Context: an optimization exercise on an open-source flow, tuned for small area, a short achievable clock period and few clock cycles per item. The choices shown serve that exercise and are no tape-out recipe.
Where RTL was checked, it was by simulation tests only, not by an equivalence proof against the original.
For run 1, only the layout was checked, not whether the RTL still works.

File: flow/run.sh
#!/bin/bash
# synth_recipe.tcl (not shown) runs the flow's synth.tcl, then flattens the netlist and writes it again
# the make line also repeats each setting of config.mk as NAME=value (left out here)
make -C /OpenROAD-flow-scripts/flow DESIGN_CONFIG=/design/flow/config.mk WORK_HOME=/design/flow/orfs CLKGATE_MAP_FILE= SYNTH_SCRIPT=/design/flow/synth_recipe.tcl finish
File: flow/config.mk
export PLATFORM = sky130hd
export DESIGN_NAME = tv_div
export DESIGN_NICKNAME = tv_div
export VERILOG_FILES = /design/flow/design.v
export SDC_FILE = /design/flow/constraint.sdc
export NUM_CORES = 4
export LEC_CHECK = 0
export ABC_AREA = 1
export CAP_MARGIN = 20
export CORE_MARGIN = 2
export CORE_UTILIZATION = 40
export SETUP_SLACK_MARGIN = 3.0
export SLEW_MARGIN = 20
File: flow/constraint.sdc
create_clock -name core_clock -period 7.5 [get_ports {clk}]
set_input_delay 1.5000 -clock core_clock [delete_from_list [all_inputs] [get_ports {clk}]]
set_output_delay 1.5000 -clock core_clock [all_outputs]
set_load 0.01 [all_outputs]
File: flow/design.v
localparam XLEN = 32;
localparam XLEN_BYTES = XLEN / 8;
localparam RESET_VECTOR = 32'h00000000;
localparam INSTR_LEN = 32;
localparam INSTR_LEN_BYTES = INSTR_LEN / 8;
localparam DATA_LEN = XLEN;
localparam DATA_LEN_BYTES = DATA_LEN / 8;
localparam INSTR_MEM_WIDTH = XLEN;
localparam INSTR_MEM_DEPTH = 1024;
localparam INSTR_MEM_ADDR_WIDTH = $clog2(INSTR_MEM_DEPTH * INSTR_MEM_WIDTH / 8);
localparam INSTR_MEM_TAG_WIDTH = XLEN;
localparam DATA_MEM_WIDTH = XLEN;
localparam DATA_MEM_DEPTH = 1024;
localparam DATA_MEM_ADDR_WIDTH = $clog2(DATA_MEM_DEPTH * DATA_MEM_WIDTH / 8);
localparam REG_FILE_DEPTH = 32;
localparam REG_FILE_ADDR_WIDTH = $clog2(REG_FILE_DEPTH);
typedef struct packed {
  logic [31:0]             instr;
  logic [XLEN-1:0]         instr_tag;
  logic [4:0]              rs1_addr;
  logic [4:0]              rs2_addr;
  logic [XLEN-1:0]         imm;
  logic                    imm_valid;
  logic [4:0]              rd_addr;
  logic [$clog2(XLEN)-1:0] shamt;
  logic                    predicted_taken;
  logic alu;
  logic rs1;
  logic rs2;
  logic imm12;
  logic rd;
  logic shimm5;
  logic imm20;
  logic pc;
  logic load;
  logic store;
  logic lsu;
  logic add;
  logic sub;
  logic land;
  logic lor;
  logic lxor;
  logic sll;
  logic sra;
  logic srl;
  logic slt;
  logic unsign;
  logic condbr;
  logic beq;
  logic bne;
  logic bge;
  logic blt;
  logic jal;
  logic by;
  logic half;
  logic word;
  logic mul;
  logic rs1_sign;
  logic rs2_sign;
  logic low;
  logic div;
  logic rem;
  logic mac;
  logic macrst;
  logic nop;
  logic legal;
} idu0_out_t;
typedef struct packed {
  logic alu;
  logic rs1;
  logic rs2;
  logic imm12;
  logic rd;
  logic shimm5;
  logic imm20;
  logic pc;
  logic load;
  logic store;
  logic lsu;
  logic add;
  logic sub;
  logic land;
  logic lor;
  logic lxor;
  logic sll;
  logic sra;
  logic srl;
  logic slt;
  logic unsign;
  logic condbr;
  logic beq;
  logic bne;
  logic bge;
  logic blt;
  logic jal;
  logic by;
  logic half;
  logic word;
  logic mul;
  logic rs1_sign;
  logic rs2_sign;
  logic low;
  logic div;
  logic rem;
  logic mac;
  logic macrst;
  logic nop;
  logic legal;
} decode_out_t;
typedef struct packed {
  logic [31:0]             instr;
  logic [XLEN-1:0]         instr_tag;
  logic [XLEN-1:0]         rs1_data;
  logic [XLEN-1:0]         rs2_data;
  logic [4:0]              rs1_addr;
  logic [4:0]              rs2_addr;
  logic [XLEN-1:0]         imm;
  logic                    imm_valid;
  logic [4:0]              rd_addr;
  logic [$clog2(XLEN)-1:0] shamt;
  logic                    predicted_taken;
  logic alu;
  logic rs1;
  logic rs2;
  logic imm12;
  logic rd;
  logic shimm5;
  logic imm20;
  logic pc;
  logic load;
  logic store;
  logic lsu;
  logic add;
  logic sub;
  logic land;
  logic lor;
  logic lxor;
  logic sll;
  logic sra;
  logic srl;
  logic slt;
  logic unsign;
  logic condbr;
  logic beq;
  logic bne;
  logic bge;
  logic blt;
  logic jal;
  logic by;
  logic half;
  logic word;
  logic mul;
  logic rs1_sign;
  logic rs2_sign;
  logic low;
  logic div;
  logic rem;
  logic mac;
  logic macrst;
  logic nop;
  logic legal;
} idu1_out_t;
typedef struct packed {
  logic [31:0] instr;
  logic [XLEN-1:0] instr_tag;
  logic [4:0] rs1_addr;
  logic [4:0] rs2_addr;
  logic [4:0] rd_addr;
  logic mul;
  logic mac;
  logic macrst;
  logic alu;
  logic div;
  logic lsu;
} last_issued_instr_t;
typedef enum logic [2:0] {
  LSU_IDLE,
  LSU_LOAD_1,
  LSU_LOAD_2,
  LSU_DONE
} lsu_state_t;
module dff #(
    parameter int WIDTH = 1
) (
    input logic [WIDTH-1:0] din,
    input logic             clk,
    output logic [WIDTH-1:0] dout
);
  always_ff @(posedge clk) begin
    dout[WIDTH-1:0] <= din[WIDTH-1:0];
  end
endmodule
module dff_rst #(
    parameter int WIDTH = 1,
    parameter logic [WIDTH-1:0] RESET_VAL = 0
) (
    input logic [WIDTH-1:0] din,
    input logic             clk,
    input logic             rst_n,
    output logic [WIDTH-1:0] dout
);
  always_ff @(posedge clk) begin
    if (!rst_n) dout[WIDTH-1:0] <= RESET_VAL[WIDTH-1:0];
    else dout[WIDTH-1:0] <= din[WIDTH-1:0];
  end
endmodule
module dff_rst_flush #(
    parameter int WIDTH = 1,
    parameter logic [WIDTH-1:0] RESET_VAL = 0
) (
    input logic [WIDTH-1:0] din,
    input logic             clk,
    input logic             rst_n,
    input logic             flush,
    output logic [WIDTH-1:0] dout
);
  logic [WIDTH-1:0] din_i;
  logic [WIDTH-1:0] dout_i;
  assign din_i[WIDTH-1:0] = (flush) ? RESET_VAL[WIDTH-1:0] : din[WIDTH-1:0];
  assign dout[WIDTH-1:0]  = (flush) ? RESET_VAL[WIDTH-1:0] : dout_i[WIDTH-1:0];
  dff_rst_en #(WIDTH, RESET_VAL) dff_rst_inst (
      .din(din_i[WIDTH-1:0]),
      .clk(clk),
      .rst_n(rst_n),
      .en(~flush),
      .dout(dout_i[WIDTH-1:0])
  );
endmodule
module dff_rst_vector #(
    parameter int WIDTH = 1,
    parameter logic [WIDTH-1:0] RESET_VAL = 0
) (
    input  logic [WIDTH-1:0] din,
    input  logic             clk,
    input  logic             rst_n,
    input  logic [WIDTH-1:0] reset_val,
    output logic [WIDTH-1:0] dout
);
  always_ff @(posedge clk) begin
    if (!rst_n) dout[WIDTH-1:0] <= reset_val[WIDTH-1:0];
    else dout[WIDTH-1:0] <= din[WIDTH-1:0];
  end
endmodule
module dff_rst_en #(
    parameter int WIDTH = 1,
    parameter logic [WIDTH-1:0] RESET_VAL = 0
) (
    input logic [WIDTH-1:0] din,
    input logic             clk,
    input logic             rst_n,
    input logic             en,
    output logic [WIDTH-1:0] dout
);
  dff_rst #(WIDTH, RESET_VAL) dff_rst_inst (
      .din((en) ? din[WIDTH-1:0] : dout[WIDTH-1:0]),
      .*
  );
endmodule
module dff_rst_en_flush #(
    parameter int WIDTH = 1,
    parameter logic [WIDTH-1:0] RESET_VAL = 0
) (
    input logic [WIDTH-1:0] din,
    input logic             clk,
    input logic             rst_n,
    input logic             en,
    input logic             flush,
    output logic [WIDTH-1:0] dout
);
  logic [WIDTH-1:0] din_i;
  logic [WIDTH-1:0] dout_i;
  assign din_i[WIDTH-1:0] = (flush) ? RESET_VAL[WIDTH-1:0] : din[WIDTH-1:0];
  assign dout[WIDTH-1:0]  = (flush) ? RESET_VAL[WIDTH-1:0] : dout_i[WIDTH-1:0];
  dff_rst_en #(WIDTH, RESET_VAL) dff_rst_en_inst (
      .din  (din_i[WIDTH-1:0]),
      .clk  (clk),
      .rst_n(rst_n),
      .en   (en),
      .dout (dout_i[WIDTH-1:0])
  );
endmodule
module dff_rst_en_vector #(
    parameter int WIDTH = 1,
    parameter logic [WIDTH-1:0] RESET_VAL = 0
) (
    input logic [WIDTH-1:0] din,
    input logic             clk,
    input logic             rst_n,
    input logic [WIDTH-1:0] reset_val,
    input logic             en,
    output logic [WIDTH-1:0] dout
);
  dff_rst_vector #(WIDTH, RESET_VAL) dff_rst_inst (
      .din((en) ? din[WIDTH-1:0] : dout[WIDTH-1:0]),
      .*
  );
endmodule
module pc #(
    parameter int PC_WIDTH = 32,
    parameter logic [PC_WIDTH-1:0] INC_AMOUNT = 4
) (
    input logic                  clk,
    input logic                  rst_n,
    input logic [PC_WIDTH-1:0]   reset_vector,
    input logic                  load,
    input logic                  inc,
    input logic                  stall,
    input logic                  predict_take_branch,
    input logic [PC_WIDTH-1:0]   predict_target_pc_in,
    input  logic [PC_WIDTH-1:0] pc_in,
    output logic [PC_WIDTH-1:0] pc_out,
    output logic                pc_out_valid
);
    logic [PC_WIDTH-1:0] pc_d, pc_q;
    logic update_pc;
    dff_rst_en_vector #(PC_WIDTH) pc_dff (
        .clk      (clk),
        .rst_n    (rst_n),
        .reset_val(reset_vector[PC_WIDTH-1:0]),
        .en       (update_pc),
        .din      (pc_d[PC_WIDTH-1:0]),
        .dout     (pc_q[PC_WIDTH-1:0])
    );
    logic [PC_WIDTH-1:0] last_pc;
    always_ff @(posedge clk) begin
        if (!rst_n) begin
            last_pc <= 'b0;
        end else if (!stall) begin
            last_pc <= pc_q;
        end
    end
  always_comb begin
        pc_out_valid = 1'b1;  
        if (load) begin
            update_pc = 1'b1;
            pc_d = pc_in;
        end else if (stall) begin
            update_pc = 1'b0;
            pc_d = 'b0;  
        end else if (predict_take_branch) begin
            update_pc = 1'b1;
            pc_d = predict_target_pc_in + 4;
        end else if (inc) begin
            update_pc = 1'b1;
            pc_d = pc_q + INC_AMOUNT;
        end else begin
            update_pc = 1'b0;
            pc_d = 'b0;  
            pc_out_valid = 1'b0;
        end
    end
    assign pc_out[PC_WIDTH-1:0] = (stall) ? last_pc[PC_WIDTH-1:0] : pc_q[PC_WIDTH-1:0];
endmodule
module twoscomp #(
    parameter WIDTH = 32
) (
    input logic [WIDTH-1:0] din,
    output logic [WIDTH-1:0] dout
);
  logic [WIDTH-1:1] dout_temp;   
  genvar i;
  for (i = 1; i < WIDTH; i++) begin : flip_after_first_one
    assign dout_temp[i] = (|din[i-1:0]) ? ~din[i] : din[i];
  end : flip_after_first_one
  assign dout[WIDTH-1:0] = {dout_temp[WIDTH-1:1], din[0]};
endmodule   
module tv_div (
    input  logic        clk,
    input  logic        rst_n,
    input  logic        start,          
    input  logic        op_unsigned,    
    input  logic        op_rem,         
    input  logic [31:0] dividend,
    input  logic [31:0] divisor,
    output logic        busy,
    output logic        result_valid,
    output logic [31:0] result
);
  localparam int M  = 1;            
  localparam int LM = $clog2(M);
  localparam int DW = 32 + M - 1;   
  localparam logic [1:0] S_IDLE = 2'd0, S_ALIGN = 2'd1, S_ITER = 2'd2, S_DONE = 2'd3;
  logic [1:0]    state;
  logic [31:0]   r, q;
  logic [DW-1:0] d;
  logic [4:0]    cnt;
  logic          rem, neg;
  function automatic logic [5:0] lzc32(input logic [31:0] x);
    logic [15:0] v1; logic [15:0] c1;
    logic [7:0]  v2; logic [1:0] c2 [8];
    logic [3:0]  v3; logic [2:0] c3 [4];
    logic [1:0]  v4; logic [3:0] c4 [2];
    logic [4:0]  c5;
    for (int i = 0; i < 16; i++) begin
      v1[i] = x[2*i+1] | x[2*i];
      c1[i] = ~x[2*i+1];
    end
    for (int i = 0; i < 8; i++) begin
      v2[i] = v1[2*i+1] | v1[2*i];
      c2[i] = v1[2*i+1] ? {1'b0, c1[2*i+1]} : {1'b1, c1[2*i]};
    end
    for (int i = 0; i < 4; i++) begin
      v3[i] = v2[2*i+1] | v2[2*i];
      c3[i] = v2[2*i+1] ? {1'b0, c2[2*i+1]} : {1'b1, c2[2*i]};
    end
    for (int i = 0; i < 2; i++) begin
      v4[i] = v3[2*i+1] | v3[2*i];
      c4[i] = v3[2*i+1] ? {1'b0, c3[2*i+1]} : {1'b1, c3[2*i]};
    end
    c5 = v4[1] ? {1'b0, c4[1]} : {1'b1, c4[0]};
    lzc32 = (v4[1] | v4[0]) ? {1'b0, c5} : 6'd32;
  endfunction
  function automatic logic [31:0] cneg32(input logic [31:0] x, input logic s);
    logic [31:0] o [6];   
    o[0] = x;
    for (int k = 0; k < 5; k++)
      for (int i = 0; i < 32; i++)
        o[k+1][i] = ((i >> k) & 1) ? (o[k][i] | o[k][((i >> k) << k) - 1]) : o[k][i];
    cneg32 = x ^ ({32{s}} & {o[5][30:0], 1'b0});
  endfunction
  wire align = (state == S_ALIGN);
  wire iter  = (state == S_ITER);
  logic [31:0]   rs   [0:M];
  logic [M-1:0]  g;
  logic [DW:0]   diff [0:M-1];
  logic [5:0]    lz_r, lz_d;
  logic [5:0]    sh;
  logic          dz, lt, same;
  assign lz_r = lzc32(r);
  assign lz_d = lzc32(d[31:0]);
  assign sh   = lz_d - lz_r;          
  assign dz   = lz_d[5];              
  assign same = (lz_r == lz_d);
  always_comb begin
    rs[0] = r;
    for (int j = 0; j < M; j++) begin
      diff[j] = {1'b0, {(DW - 32){1'b0}}, rs[j]} - {1'b0, (d >> j)};
      if (j == 0) g[M-1-j] = ~diff[j][DW] & (iter | (align & same));
      else        g[M-1-j] = ~diff[j][DW] & iter;
      rs[j+1] = g[M-1-j] ? diff[j][31:0] : rs[j];
    end
  end
  assign lt = diff[0][DW];            
  wire done0  = align & lt;           
  wire signed_op = ~op_unsigned;
  assign busy         = (state == S_ITER) | (align & ~lt);
  assign result_valid = (state == S_DONE) | done0;
  wire cap = start & ~busy;
  wire [31:0] abs_a = cneg32(dividend, signed_op & dividend[31]);
  wire [31:0] abs_b = cneg32(divisor, signed_op & divisor[31]);
  logic [5:0] sh_pad;
  assign sh_pad = sh | 6'(M - 1);
  always_ff @(posedge clk) begin
    if (!rst_n) state <= S_IDLE;
    else begin
      case (state)
        S_ALIGN: state <= lt ? (cap ? S_ALIGN : S_IDLE) : ((dz | same) ? S_DONE : S_ITER);
        S_ITER:  state <= (cnt == 5'd0) ? S_DONE : S_ITER;
        default: state <= cap ? S_ALIGN : S_IDLE;
      endcase
    end
  end
  always_ff @(posedge clk) begin
    cnt <= align ? 5'(sh_pad >> LM) : cnt - 5'd1;
    if (cap) begin
      r   <= abs_a;
      d   <= DW'(abs_b);
      rem <= op_rem;
      neg <= signed_op & (op_rem ? dividend[31] : (dividend[31] ^ divisor[31]));
    end else begin
      r <= rs[M];
      d <= align ? (DW'(d[31:0]) << sh_pad[4:0]) : (d >> M);
      if (align & dz & ~rem) neg <= 1'b0;
    end
    if (cap) q <= 32'd0;
    else     q <= {q[31-M:0], align ? {{(M-1){1'b0}}, g[M-1]} : g} | {32{align & dz}};
  end
  wire [31:0] x = rem ? r : q;
  assign result = cneg32(x, neg);
endmodule
==> results of run 1 <==
-- sequential cells by signal, indices dropped and copies added, names as in the netlist --
name	cells
d	32
q	32
r	32
cnt	5
state	2
neg	1
rem	1
-- worst max-delay path, stage by stage, from the launching register on --
cell,delay [ns]
sky130_fd_sc_hd__edfxtp_1,0.34
sky130_fd_sc_hd__inv_1,0.05
sky130_fd_sc_hd__ha_1,0.21
sky130_fd_sc_hd__fa_1,0.42
sky130_fd_sc_hd__o21ai_2,0.22
sky130_fd_sc_hd__nand2_1,0.07
sky130_fd_sc_hd__nand2_1,0.13
sky130_fd_sc_hd__nand2_1,0.08
sky130_fd_sc_hd__nand2_2,0.12
sky130_fd_sc_hd__nand2_1,0.12
sky130_fd_sc_hd__nand2_4,0.12
sky130_fd_sc_hd__nand2_2,0.10
sky130_fd_sc_hd__nand2_1,0.10
sky130_fd_sc_hd__clkdlybuf4s50_1,0.54
-- worst max path at each step --
stage                     startpoint  slack [ns]    endpoint  cells after the start
after floorplan                r[15]        3.79        r[0]                     19
after global placement         r[23]        2.56       d[12]                     21
after detailed placement       r[23]        2.57       d[12]                     21
after CTS                        rem        2.98  result[30]                     14
after global routing            r[0]        2.87        busy                     13
final                           r[0]        3.01        busy                     13
-- per-stage QoR --
stage	std cells	instance area, um^2	hold WS (ns)	setup slack [ns]
4_1_cts	2217	12500	0.479	2.98
3_3_place_gp	2195	12100	0.446	2.56
5_1_grt	2225	12700	0.502	2.87
2_1_floorplan	1805	10900	0.441	3.79
6_report	2225	12700	0.475	3.01
3_5_place_dp	2195	12100	0.459	2.57
-- layout make-up --
type                    instances  area, um^2  share of cell area [%]
clock buffers                  11         243                    1.91
clock inverters                 5        38.8                   0.306
inverters                     222         840                    6.62
multi-input cells            1412        7360                    58.0
flip-flops and latches        105        2470                    19.4
well taps                     341         427                    3.36
repair buffers                128        1310                    10.3
repair inverters                1        5.00                  0.0394
-- cell families after synthesis --
family	count (synthesis)	share of synthesized area, %
and+or+nand+nor	906	34.5
AOI/OAI and AO/OA	346	17.6
buffers and inverters	288	10.7
xor gates and xnor gates	109	8.77
DFF	105	22.6
adders and majority gates	43	5.08
muxes	8	0.735
-- per-layer routing --
layer  vias to the layer above  global-route usage (%)
met5                         -                       0
met4                         0                    6.39
met3                        41                    3.41
met2                       570                    38.7
met1                      5365                    40.1
li1                       5976                       -
-- placed cells by master (no fill, tap or decap), types with 4 or more instances in the layout --
cell,netlist,routed
sky130_fd_sc_hd__nand2_1,597,595
sky130_fd_sc_hd__inv_1,215,213
sky130_fd_sc_hd__o21ai_0,170,163
sky130_fd_sc_hd__nor2_1,135,129
sky130_fd_sc_hd__nand3_1,103,102
sky130_fd_sc_hd__clkdlybuf4s50_1,0,89
sky130_fd_sc_hd__a21oi_1,82,81
sky130_fd_sc_hd__xor2_1,72,72
sky130_fd_sc_hd__dfxtp_1,69,66
sky130_fd_sc_hd__xnor2_1,37,36
sky130_fd_sc_hd__ha_1,41,36
sky130_fd_sc_hd__edfxtp_1,36,36
sky130_fd_sc_hd__o21ai_1,17,22
sky130_fd_sc_hd__buf_4,7,21
sky130_fd_sc_hd__o22ai_1,17,17
sky130_fd_sc_hd__nand4_1,15,15
sky130_fd_sc_hd__nor3_1,15,15
sky130_fd_sc_hd__nor2_2,8,14
sky130_fd_sc_hd__dlymetal6s2s_1,0,12
sky130_fd_sc_hd__nand2_2,10,11
sky130_fd_sc_hd__clkbuf_16,0,10
sky130_fd_sc_hd__o31ai_1,9,9
sky130_fd_sc_hd__o211ai_1,9,9
sky130_fd_sc_hd__o21bai_1,8,8
sky130_fd_sc_hd__o21a_1,6,6
sky130_fd_sc_hd__inv_2,4,5
sky130_fd_sc_hd__a21boi_0,5,5
sky130_fd_sc_hd__nand2_4,4,5
sky130_fd_sc_hd__ha_2,0,5
sky130_fd_sc_hd__o21ai_2,4,4
sky130_fd_sc_hd__a31oi_1,4,4
sky130_fd_sc_hd__nor2_4,4,4
sky130_fd_sc_hd__o2111ai_1,4,4
sky130_fd_sc_hd__nand3_2,3,4
sky130_fd_sc_hd__mux2i_1,8,4
sky130_fd_sc_hd__mux2i_2,0,4
-- repair_timing --
item | CTS | global route
gates resized for setup | 12 | 49
pin swaps | 3 | 6
buffers inserted | 5 | 6
hold buffers | 0 | 0
endpoints found under the setup margin | 52 | 89
gates cloned | 1 | 2
==> results.txt, run 1 <==
Yosys
The top-area cell type share of the netlist area is 20.6%. The library cell with the highest instance count after synthesis is sky130_fd_sc_hd__nand2_1. The Yosys warning count is 12.

The commonest cells after synthesis are sky130_fd_sc_hd__nand2_1, sky130_fd_sc_hd__inv_1, sky130_fd_sc_hd__o21ai_0. The number of nets in the synthesized netlist is 1917. Sorting the synthesized cells by area gives the leading types as sky130_fd_sc_hd__nand2_1, sky130_fd_sc_hd__dfxtp_1, sky130_fd_sc_hd__edfxtp_1.

The leading register cell type out of synthesis is sky130_fd_sc_hd__dfxtp_1. The number of enable flip-flop cells after synthesis is 36. For this run, asynchronously set or reset flops after synthesis account for 0%.

The combined area of all synthesized cells is 10900 um^2. In this run, synthesis produced a sequential element count of 105. The largest area contributor in the netlist is sky130_fd_sc_hd__nand2_1. In this run the mean area of a mapped cell was 6.03 um^2. For this run, the register share of the synthesized area comes to 22.6%.

The netlist uses 48 different library cells. The number of instances in the synthesized netlist is 1805.

STA
The final period demand of the worst path is 4.49 ns. Measured against its own limit, the worst slew margin works out to 50.5%. Setup repair after global routing could not meet its margin everywhere. The slew at the pin closest to its max-slew limit is 0.742 ns. Setup violations remaining at the end of the flow were counted as 0. In the final timing run, aggregate negative setup slack is 0 ns. The final critical path takes up 59.9% of the cycle. The max-slew violation total from the final report came to 0. For this run, the top clock speed supported by timing is 0.223 GHz. The count of final hold-check violations came to 0.

The maximum clock skew at final layout is 0.0111 ns.

Floorplan
The cell row count is 60. During I/O placement, the number of pins put on the boundary was 103. The chip height is 169 um. The floorplan step defined a die boundary enclosing 28600 um^2. The starting density of the core is 40.5%. The core area is 26900 um^2. Measured along the x axis, the die boundary spans 169 um.

Worst setup path
In this run the worst path has a maximum fanout of 4. The kind of critical path is register to primary output. The end of the worst register-to-register path is d[27]. The endpoint type of the worst setup path is a primary output. The worst register-to-register path has a setup slack of 3.16 ns.

The origin of the critical flop-to-flop path is r[23]. The data arrival at the endpoint of the critical path is 2.99 ns. The required time of the worst setup path is 6.00 ns. The element type at the critical path start is a register. Counting cells, the worst reg-to-reg path comes to 23.

Clock tree
The clock sink count is 105. Clock-pin slew was measured on the worst setup and hold paths at 0.08 ns. The CTS H-tree depth is 3. The cell sitting at the root of the clock tree is a sky130_fd_sc_hd__clkbuf_16. The TritonCTS clock tree is done. The number of CTS-inserted buffers is 9. The maximum buffer depth of the clock tree is 2.

The clock latency of the later-clocked register in the worst-skew pair is 0.36 ns.

Placement
In this run the tool buffered the top-level ports with 102 buffer cells. The final weighted congestion in routability-driven placement is 1.02. Summed over all nets, the half-perimeter wirelength after detailed placement is 30000 um.

Drt
The wire length per cell is 17.1 um. The average vias per placed instance is 5.37. The wire length on met1 is 18100 um. Wires add up to 38000 um. The detailed router finished its first iteration with 1224 violations. For this block, the via count after detailed routing is 11952. The post-route antenna net violation count is 0. The sum of met3 wire segment lengths after detailed routing is 3590 um.

The routed length on met2 is 15700 um. For this run, the detailed router's first-pass iteration total came to 6. For this run, design rule violations remaining after detail routing come to 0. The uppermost layer routed is met4.

Global route
The number of antenna violations at the first check in global routing came to 0. Entering global routing, the biggest net connects 70 pins. The all-layer global routing usage is 26.2%. Global routing finished with a remaining overflow of 0.

The via count of the first global-routing pass is 10608. The first global-routing pass estimated 58900 um of wire.

Final layout
The count of inserted antenna diode cells is 0. The share of cells above drive strength 1 is 5.84%. At the end of the flow, the number of nets in the layout was 1991.

The post-route core utilization is 47.2%. The number of fill cells is 2902. The area added between synthesis and finish is 16.5%.

Run status
The flow ran to the end and the layout has no timing, DRC or antenna violations.

Worst hold path
The critical hold path startpoint is q[28]. Along the worst hold path, the cell count comes to 2. The path class of the tightest hold or removal check is register to register. The end point of the worst hold path is q[29].

Run
The number of maximum-capacitance violations is 0.
==> inputs of run 2 (changes only) <==
--- a/flow/design.v
+++ b/flow/design.v
@@ -376,7 +376,7 @@
     output logic        result_valid,
     output logic [31:0] result
 );
-  localparam int M  = 1;            
+  localparam int M  = 2;            
   localparam int LM = $clog2(M);
   localparam int DW = 32 + M - 1;   
   localparam logic [1:0] S_IDLE = 2'd0, S_ALIGN = 2'd1, S_ITER = 2'd2, S_DONE = 2'd3;
--- a/flow/config.mk
+++ b/flow/config.mk
@@ -9,5 +9,5 @@
 export CAP_MARGIN = 20
 export CORE_MARGIN = 2
 export CORE_UTILIZATION = 40
-export SETUP_SLACK_MARGIN = 3.0
+export SETUP_SLACK_MARGIN = 3.5
 export SLEW_MARGIN = 20
==> run 2 against run 1 <==
Critical path type is now register to register. Largest cell class unchanged. Via count up 45%. Synthesized cell count is 37% higher. Cell area grew 50%. Highest routed layer is now met5.
==> results.txt, run 2 <==
Worst hold path
The tightest min-delay check is of the register to register type.

Final layout
The largest registers in the layout are d: 33 flops, q: 32 flops, r: 32 flops. The footprint of the multi-input gates is 11700 um^2 (+59%). d holds more flip-flops than any other register. The register with the most flip-flops in the layout has 33 of them. The post-route core utilization is 56.5% (+9.3 points). The area added between synthesis and finish is 38.6%. The storage element area was 2290 um^2 (-7.0%). The number of fill cells is 3470 (+20%). The final standard cell count with taps included and fillers excluded is 3156 (+42%). The library cell used most frequently in the layout, excluding fill and tap cells, is sky130_fd_sc_hd__nand2_1. The number of nets in the final layout was 2847 (+43%). The share of cells above drive strength 1 is 26.0% (+20 points). The post-route cell area is 19100 um^2 (+50%). The library cells used most frequently in the layout, excluding fill and tap cells, are sky130_fd_sc_hd__nand2_1, sky130_fd_sc_hd__inv_1, sky130_fd_sc_hd__nor2_1.

Clock tree
The tree is rooted in a sky130_fd_sc_hd__clkbuf_16. The CTS H-tree depth is 3 (unchanged). The clock sink count is 106 (+0.95%). The maximum buffer depth of the clock tree is 2 (unchanged). The clock latency of the later-clocked register in the worst-skew pair is 0.40 ns (+0.04 ns).

The number of CTS-inserted buffers is 9 (unchanged). The clock slew seen by the registers of the worst setup and hold paths came to 0.09 ns (about the same). The count of hold buffers inserted by post-cts repair is 0 (unchanged).

TritonCTS built the clock tree.

Yosys
The number of instances in the synthesized netlist is 2468 (+37%). The fraction of the yosys area taken by sequential cells is 15.6% (-7.0 points). The number of enable flip-flop cells after synthesis was 2 (-94%). The largest total area in the synthesized netlist belongs to sky130_fd_sc_hd__nand2_1. The number of storage elements in the synthesis netlist is 106 (+0.95%).

The most common cell in the synthesized netlist is sky130_fd_sc_hd__nand2_1. The number of nets in the synthesized netlist is 2613 (+36%). By area the synthesized netlist is led by sky130_fd_sc_hd__nand2_1, sky130_fd_sc_hd__dfxtp_1, sky130_fd_sc_hd__inv_1. The top-area cell type share of the netlist area was 22.9% (+2.3 points). The Yosys warning count is 12 (unchanged). The combined area of all synthesized cells is 13700 um^2 (+26%). In the synthesized netlist the dominant register cell turns out to be sky130_fd_sc_hd__dfxtp_1.

The mean cell area of the mapped netlist is 5.57 um^2 (-7.7%). The number of distinct library cell variants in the gate-level netlist after synthesis is 57 (+19%). The async set-or-reset flop fraction in the synthesized netlist is 0% (unchanged). Counting instances in the post-synthesis netlist gives the leading cell types as sky130_fd_sc_hd__nand2_1, sky130_fd_sc_hd__inv_1, sky130_fd_sc_hd__nor2_1.

STA
The count of final hold-check violations was 0 (unchanged). The summed negative setup slack over all endpoints is 0 ns (unchanged). The top achievable clock speed is 0.217 GHz (-2.3%). The max-slew violation total from the final report is 0 (unchanged). The maximum clock skew at final layout is 0.0180 ns (+0.00697 ns). The slew at the pin closest to its max-slew limit is 1.07 ns (+0.326 ns). The final period demand of the worst path is 4.60 ns (+0.107 ns). The total of endpoints with negative setup slack in the final report was 0 (unchanged). The period utilization is 61.3% (+1.4 points).

Setup repair after global routing could not meet its margin everywhere. The normalized max-slew margin is 28.8% (-22 points).

Global route
The via count of the first global-routing pass is 16514 (+56%). The number of antenna violations at the first check in global routing is 3 (+3). The all-layer global routing usage is 35.4% (+9.2 points).

The wire length of the first global-routing pass came to 95300 um (+62%). The overall overflow remaining after global route came to 0 (unchanged). The pin count of the biggest net entering global routing was 91 (+30%).

Floorplan
The core area is 33700 um^2 (+25%). The cell row count came to 67 (+12%). The die outline width is 189 um (+12%). The I/O pin count is 103 (unchanged). The starting density of the core is 40.8% (+0.28 points). The total die area came to 35900 um^2 (+26%). The chip height is 189 um (+12%).

Worst setup path
The cell that appears most often on the critical path is sky130_fd_sc_hd__buf_4. The delay contributed by the slowest stage of the critical path is 0.38 ns (-0.16 ns). The master of the slowest instance on the critical path is sky130_fd_sc_hd__dfxtp_4. The worst setup path is launched from a register.

The worst setup path is captured at a register. The required time of the worst setup path came to 7.83 ns (+1.83 ns). The maximum fanout along the worst path is 7 (+3). The data arrival at the endpoint of the critical path was 4.93 ns (+1.94 ns). The kind of critical path is register to register.

Drt
The final wirelength is 65000 um (+71%). The routed via count is 17281 (+45%). The number of remaining DRC errors was 0 (unchanged).

The number of optimization iterations in the first detailed-route pass is 6 (unchanged). The average vias per placed instance is 5.48 (+1.9%). The number of violations reported at the end of detailed-routing iteration 0 is 1535 (+25%).

The wire length per cell came to 20.6 um (+21%). The post-route antenna net violation count is 0 (unchanged).

Run
The number of maximum-capacitance violations came to 0 (unchanged).

Placement
The post-detailed-placement cell area was 15000 um^2 (+24%). The total half-perimeter wirelength after legalization and detailed placement is 46400 um (+54%). The final weighted congestion in routability-driven placement was 0.991 (-2.5%). The instance count after placement with tap cells included is 2953 (+35%). The number of port buffers is 102 (unchanged).

Run status
The flow ran to the end and the layout has no timing, DRC or antenna violations.
==> run 2: worst paths after layout <==
kind | from | endpoint | slack, ns | cells past startpoint
max | r[27] | r[0] | 2.90 | 34
min | q[29] | q[31] | 0.48 | 2
max reg2reg | r[27] | r[0] | 2.90 | 34
min reg2reg | q[29] | q[31] | 0.48 | 2
==> run 2: timing repair <==
action                                 in CTS  in global routing
gates cloned                               14                  1
resized for setup                         489                200
endpoints found under the hold margin       0                  0
setup buffers                             137                 34
setup endpoints to repair                  96                 92
pin swaps                                 100                 99
==> run 2: logic make-up after synthesis <==
group,count (synthesis),share of synthesized area [%]
buf+inv,446,13.2
mux,3,0.228
compound gates,377,15.1
xor+xnor,120,7.70
fa+ha+maj,76,7.08
simple gates,1340,41.1
flops,106,15.6
==> run 2: layout make-up <==
cell class | instances | share of cell area, %
repair inverters | 4 | 0.256
flip-flops and latches | 106 | 12.0
diodes | 1 | 0.0131
clock buffers | 10 | 1.25
inverters | 371 | 7.97
multi-input cells | 1924 | 61.6
well taps | 448 | 2.94
repair buffers | 286 | 13.7
clock inverters | 6 | 0.249
==> run 2: metrics by stage <==
| stage | setup slack, ns | hold slack (ns) |
|---|---|---|
| global route | 2.77 | 0.505 |
| global placement | 1.51 | 0.457 |
| floorplan | 3.51 | 0.441 |
| CTS | 3.11 | 0.481 |
| finish | 2.90 | 0.479 |
| detailed placement | 1.41 | 0.461 |
==> run 2: worst max-delay path, delay by kind of cell (launching register included) <==
kind	cells	cell delay (ns)
fa+ha+maj	1	0.34
compound gates	1	0.16
simple gates	14	1.53
flops	1	0.38
buf+inv	18	2.12
==> run 2: metal layers <==
layer	vias up	GRT usage (%)	wire length, um
met4	6	23.3	4990
li1	8351	-	-
met1	7928	40.0	25200
met5	-	0	47
met2	730	59.8	29800
met3	266	7.93	4930
Testbench counts of run 2, summed over its fixed seeds: cycles 10,373, divides 2,400.
==> inputs of run 3 (changes only) <==
--- a/flow/config.mk
+++ b/flow/config.mk
@@ -5,9 +5,8 @@
 export SDC_FILE = /design/flow/constraint.sdc
 export NUM_CORES = 4
 export LEC_CHECK = 0
-export ABC_AREA = 1
 export CAP_MARGIN = 20
 export CORE_MARGIN = 2
 export CORE_UTILIZATION = 40
-export SETUP_SLACK_MARGIN = 3.5
+export SETUP_SLACK_MARGIN = 3.0
 export SLEW_MARGIN = 20
==> run 3 against run 2 <==
Die area decreased by 16%. Flip-flop and latch count unchanged. Still clean on timing, DRC and antenna. Worst hold slack got worse by 0.011 ns. Highest routed layer is now met4. Non-clock buffer count decreased by 71. Via count decreased by 27%. Largest cell class unchanged. Critical path type unchanged. Final cell count decreased by 32%. First-iteration DRC count decreased by 24%. Global-route usage decreased by 8.9 points.
==> results.txt, run 3 <==
Run status
The run finished with no timing, DRC or antenna violations.

STA
The max-slew violation total from the final report is 0 (unchanged). The normalized max-slew margin was 35.6% (+6.8 points). The summed negative setup slack over all endpoints is 0 ns (unchanged). The final period demand of the worst path came to 5.73 ns (+1.13 ns).

The maximum clock skew at final layout was 0.0139 ns (-0.00416 ns). The count of final hold-check violations is 0 (unchanged). Setup repair after global routing could not meet its margin everywhere.

The minimum hold slack is 0.468 ns (-0.0108 ns). The slew at the pin closest to its max-slew limit came to 0.962 ns (-0.106 ns). The period utilization came to 76.3% (+15 points). The total of endpoints with negative setup slack in the final report is 0 (unchanged). The top achievable clock speed is 0.175 GHz (-20%).

Worst setup path
The delay contributed by the slowest stage of the critical path came to 0.43 ns (+0.05 ns). The required time of the worst setup path is 7.78 ns (-0.05 ns). The largest individual stage delay along the critical path comes from the cell sky130_fd_sc_hd__a221oi_1. The total buffers and inverters traversed by the critical path is 7 (-11). The end of the worst register-to-register path is r[0].

STA classifies the critical path endpoint as a register. The path length in cells of the critical path is 28 (-18%). The family of cells with the greatest summed delay on the critical path is compound AO/OA/AOI/OAI gates. STA classifies the critical path startpoint as a register. The reg-to-reg setup timing slack came to 1.77 ns (-1.13 ns). The worst register-to-register path begins at d[3].

The critical path ends at r[0]. The kind of critical path is register to register. By instance count, the cell type seen most on the critical path is sky130_fd_sc_hd__buf_12. The data arrival at the endpoint of the critical path came to 6.01 ns (+1.08 ns). The critical path starts at d[3]. The maximum fanout along the worst path is 7 (unchanged).

The length in cells of the worst reg-to-reg path is 28 (-18%).

Drt
The routed via count was 12564 (-27%). The number of optimization iterations in the first detailed-route pass was 6 (unchanged). The number of remaining DRC errors came to 0 (unchanged). The number of violations reported at the end of detailed-routing iteration 0 came to 1159 (-24%). The average vias per placed instance is 5.89 (+7.5%).

The post-route antenna net violation count is 0 (unchanged). The final wirelength came to 41400 um (-36%). The wire length per cell is 19.4 um (-5.7%).

Floorplan
The chip height came to 174 um (-8.1%). The I/O pin count was 103 (unchanged). The total die area is 30300 um^2 (-16%). The cell row count came to 62 (-7.5%). The die outline width was 174 um (-8.1%).

The starting density of the core was 40.5% (-0.30 points). The core area is 28500 um^2 (-15%).

Final layout
The commonest non-fill, non-tap cell in the layout is sky130_fd_sc_hd__nor2_1. The count of inserted antenna diode cells is 0 (-1). The flip-flop count of the largest register, all copies and words added is 33 (unchanged). Compared with the post-synthesis result, the final layout area differs by 34.5%. The share of cells above drive strength 1 came to 23.1% (-2.8 points). d holds more flip-flops than any other register. The number of nets in the final layout is 1890 (-34%). The post-route core utilization was 54.5% (-2.1 points). Leaving out fill and tap cells, the most frequent cells in the layout are sky130_fd_sc_hd__nor2_1, sky130_fd_sc_hd__a21oi_1, sky130_fd_sc_hd__nand2_1. In the final layout, the registers with the most flip-flops are d: 33 flops, q: 32 flops, r: 32 flops.

Yosys
The number of instances in the synthesized netlist is 1590 (-36%). The largest total area in the synthesized netlist belongs to sky130_fd_sc_hd__dfxtp_1. The fraction of the yosys area taken by sequential cells was 18.5% (+2.9 points). The number of distinct library cell variants in the gate-level netlist after synthesis is 70 (+23%).

The Yosys warning count is 12 (unchanged). The mean cell area of the mapped netlist came to 7.27 um^2 (+31%). The leading register cell type out of synthesis is sky130_fd_sc_hd__dfxtp_1. Counting instances in the post-synthesis netlist gives the leading cell types as sky130_fd_sc_hd__nor2_1, sky130_fd_sc_hd__a21oi_1, sky130_fd_sc_hd__o21ai_0.

In the post-synthesis netlist, the cell with the most instances is sky130_fd_sc_hd__nor2_1. The number of enable flip-flop cells after synthesis is 2 (unchanged). The number of storage elements in the synthesis netlist is 106 (unchanged). By area the synthesized netlist is led by sky130_fd_sc_hd__dfxtp_1, sky130_fd_sc_hd__ha_1, sky130_fd_sc_hd__a21oi_1.

The top-area cell type share of the netlist area is 18.0% (-4.9 points). The async set-or-reset flop fraction in the synthesized netlist is 0% (unchanged). The combined area of all synthesized cells is 11600 um^2 (-16%). The number of nets in the synthesized netlist is 1735 (-34%).

Placement
The number of port buffers is 102 (unchanged). The total half-perimeter wirelength after legalization and detailed placement is 29600 um (-36%). The final weighted congestion in routability-driven placement came to 0.938 (-5.4%).

Global route
The via count of the first global-routing pass is 11819 (-28%). The all-layer global routing usage is 26.5% (-8.9 points). The wire length of the first global-routing pass is 64000 um (-33%).

The overall overflow remaining after global route is 0 (unchanged). The number of antenna violations at the first check in global routing is 0 (-3). The pin count of the biggest net entering global routing is 64 (-30%).

Clock tree
The master cell of the clock root buffer is sky130_fd_sc_hd__clkbuf_16. The number of CTS-inserted buffers is 9 (unchanged). The clock slew seen by the registers of the worst setup and hold paths is 0.08 ns (about the same). The clock latency of the later-clocked register in the worst-skew pair is 0.36 ns (-0.04 ns). The maximum buffer depth of the clock tree was 2 (unchanged). The CTS H-tree depth was 3 (unchanged). The count of hold buffers inserted by post-cts repair was 0 (unchanged).

The TritonCTS clock tree is done. The clock sink count is 106 (unchanged).

Run
The number of maximum-capacitance violations is 0 (unchanged).

Worst hold path
The min-delay analysis places its worst path in the category register to register.
==> run 3: cell types whose count changed in the layout (fill, tap and decap cells not counted), moves of 48 or more <==
cell,delta
sky130_fd_sc_hd__inv_1,-236
sky130_fd_sc_hd__buf_4,-69
sky130_fd_sc_hd__nand2_2,-61
sky130_fd_sc_hd__o21ai_0,-56
sky130_fd_sc_hd__nand2_1,-644
sky130_fd_sc_hd__nand3_1,-139
sky130_fd_sc_hd__mux2i_1,+48
sky130_fd_sc_hd__a21oi_1,+69
==> run 3: area by class of cell <==
type	instances	area (um^2)
Clock buffer	12	236
Clock inverter	4	52.6
Fill cell	2751	13000
Inverter	71	279
Multi-Input combinational cell	1342	10100
Sequential cell	106	2200
Tap cell	384	480
Timing Repair Buffer	215	2240
==> run 3: worst register-to-register path, delay by kind of cell (launching register included) <==
family / cells / cell delay, ns
DFF: 1 / 0.38
muxes: 1 / 0.34
adders and majority gates: 2 / 0.55
buffers and inverters: 7 / 1.08
AOI/OAI and AO/OA: 12 / 2.30
and+or+nand+nor: 6 / 1.01
==> run 3: how the worst min path moves through the flow <==
stage	from	endpoint	slack, ns	depth (start not counted)
2_1_floorplan	cnt[0]	cnt[0]	0.44	1
3_3_place_gp	q[13]	q[15]	0.45	2
5_1_grt	cnt[0]	cnt[0]	0.50	1
4_1_cts	q[13]	q[15]	0.47	2
3_5_place_dp	q[13]	q[15]	0.46	2
6_report	q[24]	q[26]	0.47	2
==> run 3: what timing repair did <==
item	4_1_cts	5_1_grt
resized for setup	172	140
cloned	10	0
hold endpoints to repair	0	0
buffers inserted	49	40
pin swaps	42	43
setup endpoints to repair	125	83
==> run 3: logic make-up after synthesis <==
logic type	Yosys count	synth area share (%)
AO/OA/AOI/OAI	486	26.0
XOR/XNOR	151	11.4
adder cells (fa/ha/maj)	76	8.42
buffers and inverters	143	4.68
flip-flops	106	18.5
multiplexers	108	10.1
AND/OR/NAND/NOR	520	20.9
==> run 3: per-layer routing <==
metal  wire length, um  up-vias  track usage (%)
met2             18800      477             43.8
li1                  -     6050                -
met4              1450        0             10.4
met3              2560       86             3.52
met5                 0        -                0
met1             18600     5951             35.0
==> run 3: metrics by stage <==
| stage | setup WS (ns) | std cells | cell area, um^2 |
|---|---|---|---|
| after floorplan | 2.33 | 1590 | 11800 |
| final | 1.77 | 2134 | 15600 |
| after global placement | 0.963 | 2019 | 13100 |
| after global routing | 1.58 | 2134 | 15600 |
| after detailed placement | 0.951 | 2019 | 13100 |
| after CTS | 1.89 | 2094 | 14800 |
==> inputs of run 4 (changes only) <==
--- a/flow/config.mk
+++ b/flow/config.mk
@@ -5,6 +5,7 @@
 export SDC_FILE = /design/flow/constraint.sdc
 export NUM_CORES = 4
 export LEC_CHECK = 0
+export ABC_AREA = 1
 export CAP_MARGIN = 20
 export CORE_MARGIN = 2
 export CORE_UTILIZATION = 40
==> run 4 against run 3 <==
Core utilization is 0.20 points higher. Worst setup slack better by 1.2 ns. Clock-buffer cell count down 2. Final cell count increased by 45%. First-iteration DRC count increased by 32%. Clock skew increased by 0.00098 ns. Highest routed layer unchanged.
==> results.txt, run 4 <==
Clock tree
The clock slew seen by the registers of the worst setup and hold paths is 0.07 ns (about the same). The clock latency of the later-clocked register in the worst-skew pair is 0.39 ns (+0.03 ns). The CTS H-tree depth was 3 (unchanged). The number of CTS-inserted buffers was 9 (unchanged). TritonCTS built the clock tree.

The maximum buffer depth of the clock tree is 2 (unchanged). The tree is rooted in a sky130_fd_sc_hd__clkbuf_16. The clock sink count is 106 (unchanged).

Final layout
The largest registers in the layout are d: 33 flops, q: 32 flops, r: 32 flops. The final standard cell count with taps included and fillers excluded is 3101 (+45%). The post-route core utilization is 54.7% (+0.20 points). The area added between synthesis and finish is 34.0%. The largest register by flop count is d.

The flip-flop count of the largest register, all copies and words added is 33 (unchanged). The number of nets in the final layout is 2792 (+48%). The library cell used most frequently in the layout, excluding fill and tap cells, is sky130_fd_sc_hd__nand2_1. Leaving out fill and tap cells, the most frequent cells in the layout are sky130_fd_sc_hd__nand2_1, sky130_fd_sc_hd__inv_1, sky130_fd_sc_hd__nor2_1.

The share of cells above drive strength 1 is 23.1% (-0.028 points).

Drt
The average vias per placed instance is 5.43 (-7.8%). The final wirelength is 62400 um (+51%). The wire length per cell is 20.1 um (+3.6%). The number of optimization iterations in the first detailed-route pass is 6 (unchanged). The post-route antenna net violation count was 0 (unchanged). The number of violations reported at the end of detailed-routing iteration 0 is 1527 (+32%). The routed via count is 16829 (+34%). The number of remaining DRC errors is 0 (unchanged).

Worst setup path
The library cell appearing most often on the critical path is sky130_fd_sc_hd__nand2_2. The worst setup path is launched from a register. The data arrival at the endpoint of the critical path came to 4.80 ns (-1.21 ns).

The kind of critical path is register to register. The delay contributed by the slowest stage of the critical path came to 0.38 ns (-0.05 ns). The worst setup path is captured at a register. The maximum fanout along the worst path is 5 (-2). The required time of the worst setup path was 7.77 ns (about the same). The slowest stage of the critical path belongs to the cell sky130_fd_sc_hd__dfxtp_4. The length in cells of the worst reg-to-reg path was 33 (+18%).

Floorplan
The cell row count is 67 (+8.1%). The I/O pin count is 103 (unchanged). The total die area is 35900 um^2 (+18%).

The starting density of the core is 40.8% (+0.30 points). The die outline width is 189 um (+8.8%). The core area is 33700 um^2 (+18%). The chip height was 189 um (+8.8%).

Yosys
The number of enable flip-flop cells after synthesis is 2 (unchanged). The number of distinct library cell variants in the gate-level netlist after synthesis is 57 (-19%). The mean cell area of the mapped netlist came to 5.57 um^2 (-23%). The library cell with the highest instance count after synthesis is sky130_fd_sc_hd__nand2_1. Sorting the synthesized cells by area gives the leading types as sky130_fd_sc_hd__nand2_1, sky130_fd_sc_hd__dfxtp_1, sky130_fd_sc_hd__inv_1. The top-area cell type share of the netlist area came to 22.9% (+4.9 points).

The number of nets in the synthesized netlist is 2613 (+51%). The synthesized design spends more area on one cell type than any other, namely sky130_fd_sc_hd__nand2_1. The fraction of the yosys area taken by sequential cells is 15.6% (-2.9 points). Counting instances in the post-synthesis netlist gives the leading cell types as sky130_fd_sc_hd__nand2_1, sky130_fd_sc_hd__inv_1, sky130_fd_sc_hd__nor2_1. The async set-or-reset flop fraction in the synthesized netlist is 0% (unchanged). The Yosys warning count came to 12 (unchanged). The leading register cell type out of synthesis is sky130_fd_sc_hd__dfxtp_1. The number of instances in the synthesized netlist is 2468 (+55%). The combined area of all synthesized cells is 13700 um^2 (+19%). The number of storage elements in the synthesis netlist was 106 (unchanged).

Global route
The all-layer global routing usage came to 33.4% (+6.9 points). The pin count of the biggest net entering global routing was 76 (+19%). The overall overflow remaining after global route came to 0 (unchanged). The wire length of the first global-routing pass came to 90500 um (+41%). The via count of the first global-routing pass was 15826 (+34%).

The number of antenna violations at the first check in global routing is 2 (+2).

Placement
The final weighted congestion in routability-driven placement is 1.07 (+14%). The total half-perimeter wirelength after legalization and detailed placement is 46600 um (+57%). The number of port buffers is 102 (unchanged). The instance count after placement with tap cells included is 2957 (+46%).

STA
The final period demand of the worst path is 4.52 ns (-1.20 ns). Setup repair after global routing could not meet its margin everywhere. The slew at the pin closest to its max-slew limit came to 0.926 ns (-0.0357 ns). The count of final hold-check violations is 0 (unchanged).

The maximum clock skew at final layout is 0.0148 ns (+0.000981 ns). The top achievable clock speed came to 0.221 GHz (+27%). The total of endpoints with negative setup slack in the final report came to 0 (unchanged). The normalized max-slew margin came to 38.2% (+2.6 points). The max-slew violation total from the final report was 0 (unchanged). The summed negative setup slack over all endpoints is 0 ns (unchanged).

The period utilization came to 60.3% (-16 points).

Worst hold path
The worst hold path belongs to the class register to register. The cell count of the worst hold path is 2 (unchanged).

Run
The number of maximum-capacitance violations is 0 (unchanged).

Run status
The run finished with no timing, DRC or antenna violations.
-- run 4: cell count changes after synthesis, moves of 21 or more --
cell and change:
sky130_fd_sc_hd__a21oi_1 -57, sky130_fd_sc_hd__mux2i_1 -58, sky130_fd_sc_hd__nand2_1 +712, sky130_fd_sc_hd__inv_2 +23, sky130_fd_sc_hd__clkbuf_1 -28, sky130_fd_sc_hd__o21ai_1 +29
sky130_fd_sc_hd__mux2_2 -45, sky130_fd_sc_hd__inv_1 +275, sky130_fd_sc_hd__nand3_1 +167, sky130_fd_sc_hd__nor3_1 -24, sky130_fd_sc_hd__xnor2_1 -42, sky130_fd_sc_hd__a211oi_1 -21
sky130_fd_sc_hd__o21ai_0 +44
-- run 4: cell families (layout without fill, tap and decap cells) --
kind of cell               Yosys count  in the layout  synth area share [%]
and+or+nand+nor                   1340           1344                  41.1
adders and majority gates           76             76                  7.08
other                                0              1                     0
AOI/OAI and AO/OA                  377            377                  15.1
buffers and inverters              446            626                  13.2
DFF                                106            106                  15.6
muxes                                3              3                 0.228
xor gates and xnor gates           120            120                  7.70
-- run 4: area by class of cell --
class                      instances  area [um^2]
inverter                         371         1490
clock buffer                      10          239
clock inverter                     6         51.3
multi-input combinational       1920        11500
timing repair inverter             1         7.51
antenna                            1         2.50
fill                            3433        15300
timing repair buffer             238         2280
tap                              448          561
sequential                       106         2300
-- run 4: per-stage QoR --
stage          instance area (um^2)  hold slack (ns)  setup slack [ns]
2_1_floorplan                 13700            0.441              3.20
3_3_place_gp                  15000            0.464              1.91
3_5_place_dp                  15000            0.460              1.92
4_1_cts                       16700            0.488              2.94
5_1_grt                       18400            0.509              2.75
6_report                      18400            0.488              2.98
-- run 4: path summary, 6_finish.rpt --
path         from    to  slack [ns]
min reg2reg  q[5]  q[7]        0.49
min          q[5]  q[7]        0.49
max          r[7]  r[1]        2.98
max reg2reg  r[7]  r[1]        2.98
-- run 4: timing repair --
action                     CTS  global route
setup buffers               58            58
resized for setup          227           311
hold buffers                 0             0
setup endpoints to repair   84            78
cloned                       7             4
pin swaps                   26           106
-- run 4: critical path: cells and delay by family (launching register included) --
family / cells / cell delay [ns]
AND/OR/NAND/NOR: 20 / 2.01
flip-flops: 1 / 0.38
adder cells (fa/ha/maj): 3 / 0.73
AO/OA/AOI/OAI: 3 / 0.56
buffers and inverters: 7 / 0.74
-- run 4: metal layers --
layer,up-vias,global-route usage (%),wire length (um)
met5,-,0,0
met4,0,19.4,4210
met3,201,5.17,3540
met2,629,58.0,29600
met1,7803,38.8,25100
li1,8196,-,-
==> inputs of run 5 (changes only) <==
--- a/flow/config.mk
+++ b/flow/config.mk
@@ -8,6 +8,7 @@
 export ABC_AREA = 1
 export CAP_MARGIN = 20
 export CORE_MARGIN = 2
-export CORE_UTILIZATION = 40
+export CORE_UTILIZATION = 60
+export PLACE_DENSITY = 0.7
 export SETUP_SLACK_MARGIN = 3.0
 export SLEW_MARGIN = 20
==> run 5 against run 4 <==
Register-to-register slack worse by 0.09 ns. Core utilization is 23 points higher. Global-route usage is 11 points higher. Worst hold slack got worse by 0.0016 ns. Maximum frequency down 1.9%.
==> results.txt, run 5 <==
Yosys
By area the synthesized netlist is led by sky130_fd_sc_hd__nand2_1, sky130_fd_sc_hd__dfxtp_1, sky130_fd_sc_hd__inv_1. The number of storage elements in the synthesis netlist is 106 (unchanged). The combined area of all synthesized cells is 13700 um^2 (unchanged). The top-area cell type share of the netlist area came to 22.9% (unchanged). The largest area contributor in the netlist is sky130_fd_sc_hd__nand2_1. The number of nets in the synthesized netlist came to 2613 (unchanged).

The leading register cell type out of synthesis is sky130_fd_sc_hd__dfxtp_1. The number of enable flip-flop cells after synthesis is 2 (unchanged). The fraction of the yosys area taken by sequential cells came to 15.6% (unchanged).

The number of instances in the synthesized netlist is 2468 (unchanged). The mean cell area of the mapped netlist is 5.57 um^2 (unchanged). The commonest cells after synthesis are sky130_fd_sc_hd__nand2_1, sky130_fd_sc_hd__inv_1, sky130_fd_sc_hd__nor2_1. By instance count, the leading cell after synthesis is sky130_fd_sc_hd__nand2_1.

The number of distinct library cell variants in the gate-level netlist after synthesis is 57 (unchanged). The Yosys warning count came to 12 (unchanged). The async set-or-reset flop fraction in the synthesized netlist came to 0% (unchanged).

Worst hold path
The critical hold path startpoint is q[1]. The path with the worst hold slack has its endpoint at q[3]. The path class of the tightest hold or removal check is register to register. The cell count of the worst hold path is 2 (unchanged).

Worst setup path
The reg-to-reg setup timing slack is 2.89 ns (-0.09 ns). The startpoint identified for the worst register-to-register timing path is d[14]. The family of cells with the greatest summed delay on the critical path is simple AND/OR/NAND/NOR gates. The path length in cells of the critical path was 33 (unchanged). The critical path in this run is classified as register to register. The delay contributed by the slowest stage of the critical path came to 0.38 ns (about the same). The endpoint type of the worst setup path is a register.

The total buffers and inverters traversed by the critical path is 5 (-2). The end of the worst register-to-register path is r[18]. The master of the slowest instance on the critical path is sky130_fd_sc_hd__dfxtp_2. The length in cells of the worst reg-to-reg path is 33 (unchanged). The most numerous cell type found on the critical path is sky130_fd_sc_hd__nand2_2. The maximum fanout along the worst path is 9 (+4).

The required time of the worst setup path came to 7.75 ns (-0.02 ns). The data arrival at the endpoint of the critical path is 4.86 ns (+0.06 ns). The element type at the critical path start is a register.

Drt
The average vias per placed instance was 6.19 (+14%). The number of optimization iterations in the first detailed-route pass was 8 (+2). The wire length per cell is 20.3 um (+0.66%).

The number of remaining DRC errors came to 0 (unchanged). The post-route antenna net violation count is 0 (unchanged). The number of violations reported at the end of detailed-routing iteration 0 is 2678 (+75%). The final wirelength came to 58900 um (-5.6%).

The routed via count came to 17992 (+6.9%).

STA
The maximum clock skew at final layout was 0.0161 ns (+0.00122 ns). The final period demand of the worst path is 4.61 ns (+0.0881 ns). Setup repair after global routing could not meet its margin everywhere. The summed negative setup slack over all endpoints is 0 ns (unchanged).

The minimum hold slack is 0.487 ns (-0.00162 ns). The slew at the pin closest to its max-slew limit is 0.960 ns (+0.0334 ns). The top achievable clock speed is 0.217 GHz (-1.9%). The period utilization came to 61.5% (+1.2 points). The total of endpoints with negative setup slack in the final report came to 0 (unchanged). The max-slew violation total from the final report is 0 (unchanged). The normalized max-slew margin is 36.0% (-2.2 points). The count of final hold-check violations is 0 (unchanged).

Global route
The number of antenna violations at the first check in global routing is 2 (unchanged). The pin count of the biggest net entering global routing is 91 (+20%). The via count of the first global-routing pass was 15467 (-2.3%).

The wire length of the first global-routing pass is 83500 um (-7.8%). The overall overflow remaining after global route is 0 (unchanged). The all-layer global routing usage was 44.2% (+11 points).

Run
The number of maximum-capacitance violations is 0 (unchanged).

Final layout
More flip-flops sit in one register than any other, and that register is d. The number of nets in the final layout is 2760 (-1.1%). The share of cells above drive strength 1 came to 19.2% (-4.0 points). The flip-flop count of the largest register, all copies and words added was 33 (unchanged). The largest registers in the layout are d: 33 flops, q: 32 flops, r: 32 flops.

The post-route core utilization came to 77.4% (+23 points). Leaving out fill and tap cells, the most frequent cell in the layout is sky130_fd_sc_hd__nand2_1. The number of fill cells came to 1743 (-49%).

The top cell types in the final layout, fill and taps aside, are sky130_fd_sc_hd__nand2_1, sky130_fd_sc_hd__inv_1, sky130_fd_sc_hd__nand3_1. The area added between synthesis and finish is 27.1%.

Floorplan
The chip height is 155 um (-18%). The cell row count is 55 (-18%). The I/O pin count is 103 (unchanged). The total die area was 24100 um^2 (-33%). The die outline width is 155 um (-18%). The core area is 22600 um^2 (-33%). The starting density of the core is 60.9% (+20 points).

Placement
The total half-perimeter wirelength after legalization and detailed placement came to 42000 um (-9.8%). The number of port buffers is 102 (unchanged). The final weighted congestion in routability-driven placement came to 1.10 (+2.3%).

Clock tree
The clock slew seen by the registers of the worst setup and hold paths is 0.09 ns (+0.02 ns). The maximum buffer depth of the clock tree is 2 (unchanged). The TritonCTS clock tree is done. The master cell of the clock root buffer is sky130_fd_sc_hd__clkbuf_16.

The number of CTS-inserted buffers is 9 (unchanged). The clock sink count came to 106 (unchanged). The clock latency of the later-clocked register in the worst-skew pair came to 0.37 ns (-0.02 ns). The CTS H-tree depth is 3 (unchanged).

Run status
The flow ran to the end and the layout has no timing, DRC or antenna violations.
==> run 5: cell counts after synthesis <==
No cell type changed its count.
==> run 5: tightest hold or removal path, stage by stage (launching register included) <==
cell and delay [ns]:
sky130_fd_sc_hd__dfxtp_1 0.33, sky130_fd_sc_hd__o21ai_0 0.08, sky130_fd_sc_hd__inv_1 0.05
==> run 5: worst max path at each step <==
stage	from	to	slack, ns
floorplan	d[14]	r[14]	3.20
global placement	d[11]	r[4]	1.86
detailed placement	d[11]	r[4]	1.71
CTS	rem	result[14]	2.97
global route	d[18]	r[18]	2.75
finish	d[14]	r[18]	2.89
==> run 5: cell families (layout without fill, tap and decap cells) <==
group,count (synthesis),count (layout),synth area share (%)
flip-flops,106,106,15.6
XOR/XNOR,120,120,7.70
other,0,2,0
buffers and inverters,446,593,13.2
AND/OR/NAND/NOR,1340,1345,41.1
multiplexers,3,3,0.228
adder cells (fa/ha/maj),76,76,7.08
AO/OA/AOI/OAI,377,377,15.1
==> run 5: layer usage <==
layer | global-route usage, % | part of all wire, %
met1 | 59.0 | 37
met2 | 65.9 | 40
met3 | 11.6 | 15
met4 | 21.7 | 7.8
met5 | 0 | 0.022
==> run 5: layout make-up <==
class | instances | area [um^2] | share of cell area [%]
clock buffers | 9 | 225 | 1.29
multi-input cells | 1921 | 11100 | 63.6
clock inverters | 7 | 93.8 | 0.537
inverters | 371 | 1480 | 8.45
repair inverters | 2 | 22.5 | 0.129
diodes | 2 | 5.00 | 0.0286
flip-flops and latches | 106 | 2260 | 12.9
well taps | 285 | 357 | 2.04
repair buffers | 204 | 1930 | 11.0
==> run 5: metrics by stage <==
step / worst slack (ns) / std cells / area [um^2]
3_3_place_gp: 1.86 / 2791 / 14800
4_1_cts: 2.97 / 2846 / 16000
2_1_floorplan: 3.20 / 2468 / 13700
5_1_grt: 2.75 / 2905 / 17500
6_report: 2.89 / 2907 / 17500
3_5_place_dp: 1.71 / 2791 / 14800
==> run 5: what timing repair did <==
item / CTS / global route
resized for setup: 149 / 294
endpoints found under the setup margin: 59 / 70
pin swaps: 17 / 45
cloned: 7 / 5
hold buffers: 0 / 0
buffers inserted: 32 / 54
==> inputs of run 6 (changes only) <==
==> flow/flow/run.sh (new file) <==
#!/bin/bash
# The standard layout, with the port buffers made of plain buffers (buf_2) instead of the
# default delay-buffer cell, and the resizer free to pick any cell footprint.
set -euo pipefail
bash standard.sh BUFFER_PORTS_ARGS="-buffer_cell sky130_fd_sc_hd__buf_2" MATCH_CELL_FOOTPRINT=0 finish > make_finish.log 2>&1
==> flow/standard.sh (new file) <==
#!/bin/bash
# synth_recipe.tcl (not shown) runs the flow's synth.tcl, then flattens the netlist and writes it again
# the make line also repeats each setting of config.mk as NAME=value (left out here)
make -C /OpenROAD-flow-scripts/flow DESIGN_CONFIG=/design/flow/config.mk WORK_HOME=/design/flow/orfs CLKGATE_MAP_FILE= SYNTH_SCRIPT=/design/flow/synth_recipe.tcl "${@:-finish}"
removed: flow/run.sh
==> run 6 against run 5 <==
Still clean. Wire length is 6.4% lower. Die area stayed put. Clock skew is 0.0014 ns lower. Maximum frequency is 1.8% lower. Highest routed layer is now met4.
==> results.txt, run 6 <==
Run status
The run finished with no timing, DRC or antenna violations.

Worst setup path
The data arrival at the endpoint of the critical path is 4.96 ns (+0.10 ns). The master of the slowest instance on the critical path is sky130_fd_sc_hd__dfxtp_1.

Final layout
The commonest non-fill, non-tap cell in the layout is sky130_fd_sc_hd__nand2_1. The final standard cell count with taps included and fillers excluded was 2863 (-1.5%). The footprint of the multi-input gates is 10700 um^2 (-3.6%).

The share of cells above drive strength 1 is 18.8% (-0.34 points). The largest register by flop count is d. The number of nets in the final layout is 2717 (-1.6%). Leaving out fill and tap cells, the most frequent cells in the layout are sky130_fd_sc_hd__nand2_1, sky130_fd_sc_hd__inv_1, sky130_fd_sc_hd__nor2_1. From synthesis to final layout, the design area changed by 17.6%.

Yosys
The combined area of all synthesized cells was 13700 um^2 (unchanged). The async set-or-reset flop fraction in the synthesized netlist came to 0% (unchanged). The Yosys warning count is 12 (unchanged). The number of storage elements in the synthesis netlist was 106 (unchanged). The leading register cell type out of synthesis is sky130_fd_sc_hd__dfxtp_1. The top-area cell type share of the netlist area is 22.9% (unchanged). The fraction of the yosys area taken by sequential cells is 15.6% (unchanged).

The number of distinct library cell variants in the gate-level netlist after synthesis came to 57 (unchanged).

Clock tree
The clock sink count is 106 (unchanged). The clock slew seen by the registers of the worst setup and hold paths was 0.09 ns (about the same). TritonCTS built the clock tree. The CTS H-tree depth came to 3 (unchanged). The number of CTS-inserted buffers is 9 (unchanged).

Global route
The global-route track usage on met1 is 57.6% (-1.3 points). The overall overflow remaining after global route is 0 (unchanged). The all-layer global routing usage came to 42.7% (-1.5 points).

The met3 global-route usage is 9.67% (-1.9 points).

STA
Setup repair after global routing could not meet its margin everywhere. The normalized max-slew margin was 37.8% (+1.8 points). The summed negative setup slack over all endpoints is 0 ns (unchanged).

The least setup slack across all paths after layout came to 2.80 ns (-0.0864 ns).

Placement
The instance count after placement with tap cells included is 2792 (+0.036%). The number of port buffers was 102 (unchanged). The worst slack at placement is 1.91 ns (+0.198 ns).

The final weighted congestion in routability-driven placement is 1.08 (-1.9%).

Drt
The final wirelength is 55100 um (-6.4%). The number of violations reported at the end of detailed-routing iteration 0 is 2534 (-5.4%).

Run
The number of maximum-capacitance violations is 0 (unchanged).

Floorplan
The core area came to 22600 um^2 (unchanged). The cell row count is 55 (unchanged). The die outline width is 155 um (unchanged). The chip height is 155 um (unchanged).
[run 6: kinds of logic (layout without fill, tap and decap cells)]
kind of cell | count (synthesis) | in the layout | synth area share [%]
AO/OA/AOI/OAI | 377 | 377 | 15.1
AND/OR/NAND/NOR | 1340 | 1345 | 41.1
XOR/XNOR | 120 | 120 | 7.70
other | 0 | 1 | 0
multiplexers | 3 | 3 | 0.228
adder cells (fa/ha/maj) | 76 | 76 | 7.08
flip-flops | 106 | 106 | 15.6
buffers and inverters | 446 | 550 | 13.2
[run 6: what timing repair did]
item,4_1_cts,5_1_grt
pin swaps,10,56
buffers inserted,27,14
gates resized for setup,93,205
gates cloned,5,8
endpoints found under the setup margin,34,57
[run 6: path summary, 6_finish.rpt]
path,slack [ns],depth (start not counted),startpoint,end
setup reg to reg,2.80,31,d[1],r[18]
hold reg to reg,0.48,1,cnt[0],cnt[0]
hold / removal,0.48,1,cnt[0],cnt[0]
setup / recovery,2.80,31,d[1],r[18]
[run 6: critical path, delay by kind of cell, from the launching register on]
family        cells  cell delay [ns]
flops             1             0.64
simple gates     22             2.18
fa+ha+maj         3             0.87
buf+inv           6             0.88
[run 6: per-layer routing]
layer / share of wire (%) / vias up / wire length (um)
met1: 38 / 7541 / 21000
li1: - / 8040 / -
met3: 14 / 253 / 7790
met2: 41 / 1270 / 22400
met4: 7.0 / 0 / 3850
met5: 0 / - / 0
[run 6: stage by stage]
step           utilization (%)  instance area, um^2  hold WS [ns]
3_3_place_gp              63.3                14300         0.449
4_1_cts                   67.2                15200         0.479
6_report                  71.6                16200         0.481
5_1_grt                   71.6                16200         0.509
2_1_floorplan                -                13700         0.441
3_5_place_dp              63.3                14300         0.461
[run 6: layout make-up]
| class | count | share of cell area [%] |
|---|---|---|
| antenna | 1 | 0.0155 |
| clock buffer | 9 | 1.39 |
| clock inverter | 7 | 0.549 |
| inverter | 371 | 9.02 |
| multi-input combinational | 1921 | 66.2 |
| sequential | 106 | 13.8 |
| tap | 285 | 2.21 |
| timing repair buffer | 159 | 6.55 |
| timing repair inverter | 4 | 0.255 |

-- separate check: timing with driven ports --
In the flow no input, the clock included, has a driving cell. The finished layouts below were timed again as built, in two steps. Step 1 assumes that a clkbuf_16 drives the clock port and a buf_2 every other input. Step 2 moves the port delays by t, midway between the first and last clock arrival at a register: inputs arrive t later, outputs are due t later. That takes back most of the time a late clock gives input paths. Slacks: ideal ports / drivers / drivers and shift; pairs: ideal ports / drivers.
run	shift t [ns]	setup WS [ns]	worst hold slack (ns)
run 1	0.404	3.008 / 2.960 / 3.159	0.475 / 0.475 / 0.475
run 2	0.440	2.901 / 2.901 / 2.901	0.479 / 0.479 / 0.479
run 3	0.410	1.774 / 1.774 / 1.774	0.468 / 0.468 / 0.468
run 4	0.435	2.978 / 2.978 / 2.978	0.488 / 0.488 / 0.488
run 5	0.411	2.890 / 2.890 / 2.890	0.487 / 0.487 / 0.487
run 6	0.417	2.804 / 2.804 / 2.804	0.481 / 0.481 / 0.481
After both steps setup and hold are still met in every run listed.
